From an optimization exercise on the open Yosys and OpenROAD flow, aimed at small area and a short achievable clock period; shortcuts taken in it are not production practice.
RTL that was checked went through simulation tests only; none was proved equivalent to the original.
The clock port is modelled as an ideal driver; clocking choices that lean on that would not hold on a real chip.
Power and IR drop assume default switching activity.

Design fifo, start of the top module:
module fifo
#
(
	parameter		depth = 60,
	parameter		width = 8
)
(
	input				clk,
	input				rst_n,
	input				wr_en,
	input	[width-1:0]	data_in,
	input				rd_en,
	output	[width-1:0]	data_out,
	output				full,
	output				empty
);
For scale: roughly 1,100 cells after synthesis, about 560 flip-flops, about 22 I/O pins, roughly 21,000 um2 of cells after synthesis.
clock: 3.2 ns
lec_check: 0
cap_margin: 20
core_margin: 2
core_utilization: 40
setup_slack_margin: 1.4
slew_margin: 20
run.sh (not shown) runs the stock make flow with config.mk's settings and CLKGATE_MAP_FILE= SYNTH_SCRIPT=/design/flow/synth_recipe.tcl, a recipe that flattens the netlist after the stock synthesis.
Next try:
Settings changed: SETUP_SLACK_MARGIN 1.4 to 1.6.
Effect: The new run passed the timing, design-rule and antenna checks; total power went up by 7.2%; utilization is higher by 3.5 points; cell area increases by 7.2%; non-clock buffer count goes up by 82; routed wire length increases by 6.3%.
No run of this note included a check of the RTL's function; only the layout flow was run.

---

Setup of lane 1:
fifo, a different RTL version from the one above (not shown whole).
Size in the first run: ~1100 cells after synthesis, about 22 I/O pins, ~22000 um^2 of cells after synthesis.
Settings: LEC_CHECK=0, CAP_MARGIN=20, CORE_MARGIN=2, CORE_UTILIZATION=65, CTS_CLUSTER_DIAMETER=60, CTS_CLUSTER_SIZE=30, GPL_ROUTABILITY_DRIVEN=0, SETUP_SLACK_MARGIN=1.45, SLEW_MARGIN=20; clock period 3.2 ns.
Lane 1 went all the way through the flow, and no timing, DRC or antenna check failed.
--- input diff lane 1..lane 2 ---
# lane 1
export LEC_CHECK = 0
export CAP_MARGIN = 20
export CORE_MARGIN = 2
export CORE_UTILIZATION = 65
export CTS_CLUSTER_DIAMETER = 60
export CTS_CLUSTER_SIZE = 30
export GPL_ROUTABILITY_DRIVEN = 0
export SETUP_SLACK_MARGIN = 1.45
export SLEW_MARGIN = 20
create_clock -name core_clock -period 3.2 [get_ports {clk}]
# lane 2
export LEC_CHECK = 0
export CAP_MARGIN = 20
export CORE_MARGIN = 2
export CORE_UTILIZATION = 65
export CTS_CLUSTER_DIAMETER = 60
export CTS_CLUSTER_SIZE = 30
export PLACE_DENSITY = 0.78
export SETUP_SLACK_MARGIN = 1.45
export SLEW_MARGIN = 20
create_clock -name core_clock -period 3.2 [get_ports {clk}]
Results
Against lane 1, fmax in lane 2 fell slightly. In the flow results for lane 2 and lane 1, the non-clock buffer count is larger on lane 1. On combinational gate power, the lower figure sits with lane 1, not lane 2. Register-to-register slack was higher in the run labelled lane 1. Lane 2 went all the way through synthesis, placement and routing and the layout is clean on timing, DRC and antenna. Lane 2 against lane 1: total power of the final layout went up; met2 demand-to-capacity share in global routing rose 1.3 points; register fraction of the total cell area roughly the same; final instance area about even. Compared with lane 1, lane 2 improves internal portion of total power.
## Diff of input files: lane 3 against lane 2
# lane 2
export LEC_CHECK = 0
export CAP_MARGIN = 20
export CORE_MARGIN = 2
export CORE_UTILIZATION = 65
export CTS_CLUSTER_DIAMETER = 60
export CTS_CLUSTER_SIZE = 30
export PLACE_DENSITY = 0.78
export SETUP_SLACK_MARGIN = 1.45
export SLEW_MARGIN = 20
create_clock -name core_clock -period 3.2 [get_ports {clk}]
# lane 3
export LEC_CHECK = 0
export CAP_MARGIN = 20
export CORE_MARGIN = 2
export CORE_UTILIZATION = 65
export CTS_CLUSTER_DIAMETER = 60
export CTS_CLUSTER_SIZE = 30
export SETUP_SLACK_MARGIN = 1.52
export SLEW_MARGIN = 20
create_clock -name core_clock -period 3.2 [get_ports {clk}]
==> flow/flow/run.sh (new file) <==
#!/bin/bash
set -euo pipefail
export POST_CTS_TCL="$PWD/flow/post_cts.tcl"
bash standard.sh > standard.log 2>&1
==> flow/flow/post_cts.tcl (new file) <==
set block [ord::get_db_block]
set removed 0
foreach inst [$block getInsts] {
  if {![string match "clkbuf_0_*" [$inst getName]]} { continue }
  set in_net ""
  set out_net ""
  foreach it [$inst getITerms] {
    if {[$it isInputSignal]} { set in_net [$it getNet] }
    if {[$it isOutputSignal]} { set out_net [$it getNet] }
  }
  if {$in_net eq "" || $out_net eq "" || [$in_net getName] ne "clk"} { continue }
  set loads {}
  foreach it [$out_net getITerms] {
    if {[$it getInst] ne $inst} { lappend loads $it }
  }
  set port_loads 0
  foreach it [$in_net getITerms] { incr port_loads }
  set after [expr {$port_loads - 1 + [llength $loads]}]
  if {$after > 4} {
    puts "post_cts: keeping [$inst getName]: the clock port would drive $after pins"
    continue
  }
  puts "post_cts: removing [$inst getName] ([[$inst getMaster] getName]); the clock port now drives $after pins"
  foreach it $loads {
    $it disconnect
    $it connect $in_net
  }
  foreach it [$inst getITerms] { $it disconnect }
  odb::dbInst_destroy $inst
  odb::dbNet_destroy $out_net
  incr removed
}
if {$removed} {
  estimate_parasitics -placement
  repair_timing_helper
  detailed_placement
  check_placement -verbose
  report_clock_latency
}
==> flow/standard.sh (new file) <==
#!/bin/bash
# synth_recipe.tcl (not shown) runs the flow's synth.tcl, then flattens the netlist and writes it again
# the make line also repeats each setting of config.mk as NAME=value (left out here)
make -C /OpenROAD-flow-scripts/flow DESIGN_CONFIG=/design/flow/config.mk WORK_HOME=/design/flow/orfs CLKGATE_MAP_FILE= SYNTH_SCRIPT=/design/flow/synth_recipe.tcl "${@:-finish}"
removed: flow/run.sh
Findings:
Re count of buffer and inverter cells on the critical path: lane 3 is 1 down on lane 2. Lane 3: flow completed, timing, DRC and antenna clean. Any difference in proportion of cell area occupied by multi-input gates between lane 2 and lane 3 is small enough to ignore. Non-clock buffer contribution to total cell area: lane 3 > lane 2.
#### Input delta (lane 4 over lane 3)
# lane 3
export LEC_CHECK = 0
export CAP_MARGIN = 20
export CORE_MARGIN = 2
export CORE_UTILIZATION = 65
export CTS_CLUSTER_DIAMETER = 60
export CTS_CLUSTER_SIZE = 30
export SETUP_SLACK_MARGIN = 1.52
export SLEW_MARGIN = 20
create_clock -name core_clock -period 3.2 [get_ports {clk}]
# lane 4
export LEC_CHECK = 0
export CAP_MARGIN = 20
export CORE_MARGIN = 2
export CORE_UTILIZATION = 65
export CTS_CLUSTER_DIAMETER = 60
export CTS_CLUSTER_SIZE = 30
export SETUP_SLACK_MARGIN = 1.45
export SLEW_MARGIN = 20
create_clock -name core_clock -period 3.2 [get_ports {clk}]
==> flow/flow/run.sh <==
#!/bin/bash
# The standard layout, with power recovery after global routing: cells on
# paths with positive slack are downsized, which also gives back area.
set -euo pipefail
export RECOVER_POWER=100
bash standard.sh > standard.log 2>&1
removed: flow/flow/post_cts.tcl
Findings:
Going from lane 3 to lane 4, power consumed by combinational cells shrank by 12%; internal power shrank by about 4.4%; global-route met1 utilization shrank by 1.1 points. Lane 4 -> stages 100% | layout checks FAIL | capacitance limit, slew limit. In the tables for lane 3 and lane 4, total number of vias reads lower with lane 4.
The following lists how lane 5 was set up differently from lane 4:
# lane 4
export LEC_CHECK = 0
export CAP_MARGIN = 20
export CORE_MARGIN = 2
export CORE_UTILIZATION = 65
export CTS_CLUSTER_DIAMETER = 60
export CTS_CLUSTER_SIZE = 30
export SETUP_SLACK_MARGIN = 1.45
export SLEW_MARGIN = 20
create_clock -name core_clock -period 3.2 [get_ports {clk}]
# lane 5
export LEC_CHECK = 0
export CAP_MARGIN = 20
export CORE_MARGIN = 2
export CORE_UTILIZATION = 65
export CTS_CLUSTER_DIAMETER = 55
export CTS_CLUSTER_SIZE = 28
export SETUP_SLACK_MARGIN = 1.47
export SLEW_MARGIN = 20
create_clock -name core_clock -period 3.2 [get_ports {clk}]
==> flow/run.sh (new file) <==
#!/bin/bash
# synth_recipe.tcl (not shown) runs the flow's synth.tcl, then flattens the netlist and writes it again
# the make line also repeats each setting of config.mk as NAME=value (left out here)
make -C /OpenROAD-flow-scripts/flow DESIGN_CONFIG=/design/flow/config.mk WORK_HOME=/design/flow/orfs CLKGATE_MAP_FILE= SYNTH_SCRIPT=/design/flow/synth_recipe.tcl finish
removed: flow/flow/run.sh
removed: flow/standard.sh
## What came out
- Lane 5: done, clean on timing, DRC and antenna
- Summary of lane 5 over lane 4: number of inserted filler cells in the final layout down 80, total wirelength of the detailed-routed design rose 0.96%, clock-buffer cell count saw an increase, number of nets in the final layout now sits higher.

separate check: timing with driven ports:
The flow's constraints put no driver on any port. The routed layouts listed below were extracted and timed again, unchanged, in two steps.
Step 1 sets driving cells, clkbuf_16 on the clock port and buf_2 on the other inputs (assumed; they add their load-dependent delay and slew).
Step 2 also shifts input and output timing later by t, the mid clock arrival at the registers, as if the neighbouring blocks saw the same clock.
Slacks: ideal ports / drivers / drivers and shift; pairs: ideal ports / drivers.
| run | t (ns) | setup slack, ns | pins driven straight from the clock port |
|---|---|---|---|
| the first run of note 1 | 0.655 | 1.272 / 1.245 / 0.884 | 1 |
| the second run of note 1 | 0.649 | 1.253 / 1.200 / 0.884 | 1 |
| lane 1 | 0.577 | 1.466 / 1.414 / 0.990 | 1 |
| lane 2 | 0.580 | 1.439 / 1.389 / 0.949 | 1 |
| lane 3 | 0.462 | 1.476 / 1.476 / 1.095 | 4 |
| lane 4 | 0.576 | 0.794 / 0.817 / 0.246 | 1 |
| lane 5 | 0.585 | 1.424 / 1.372 / 0.908 | 1 |
The setup slack of lane 4, which loses most, moves by +0.023 ns with the drivers and by -0.548 ns with both steps.
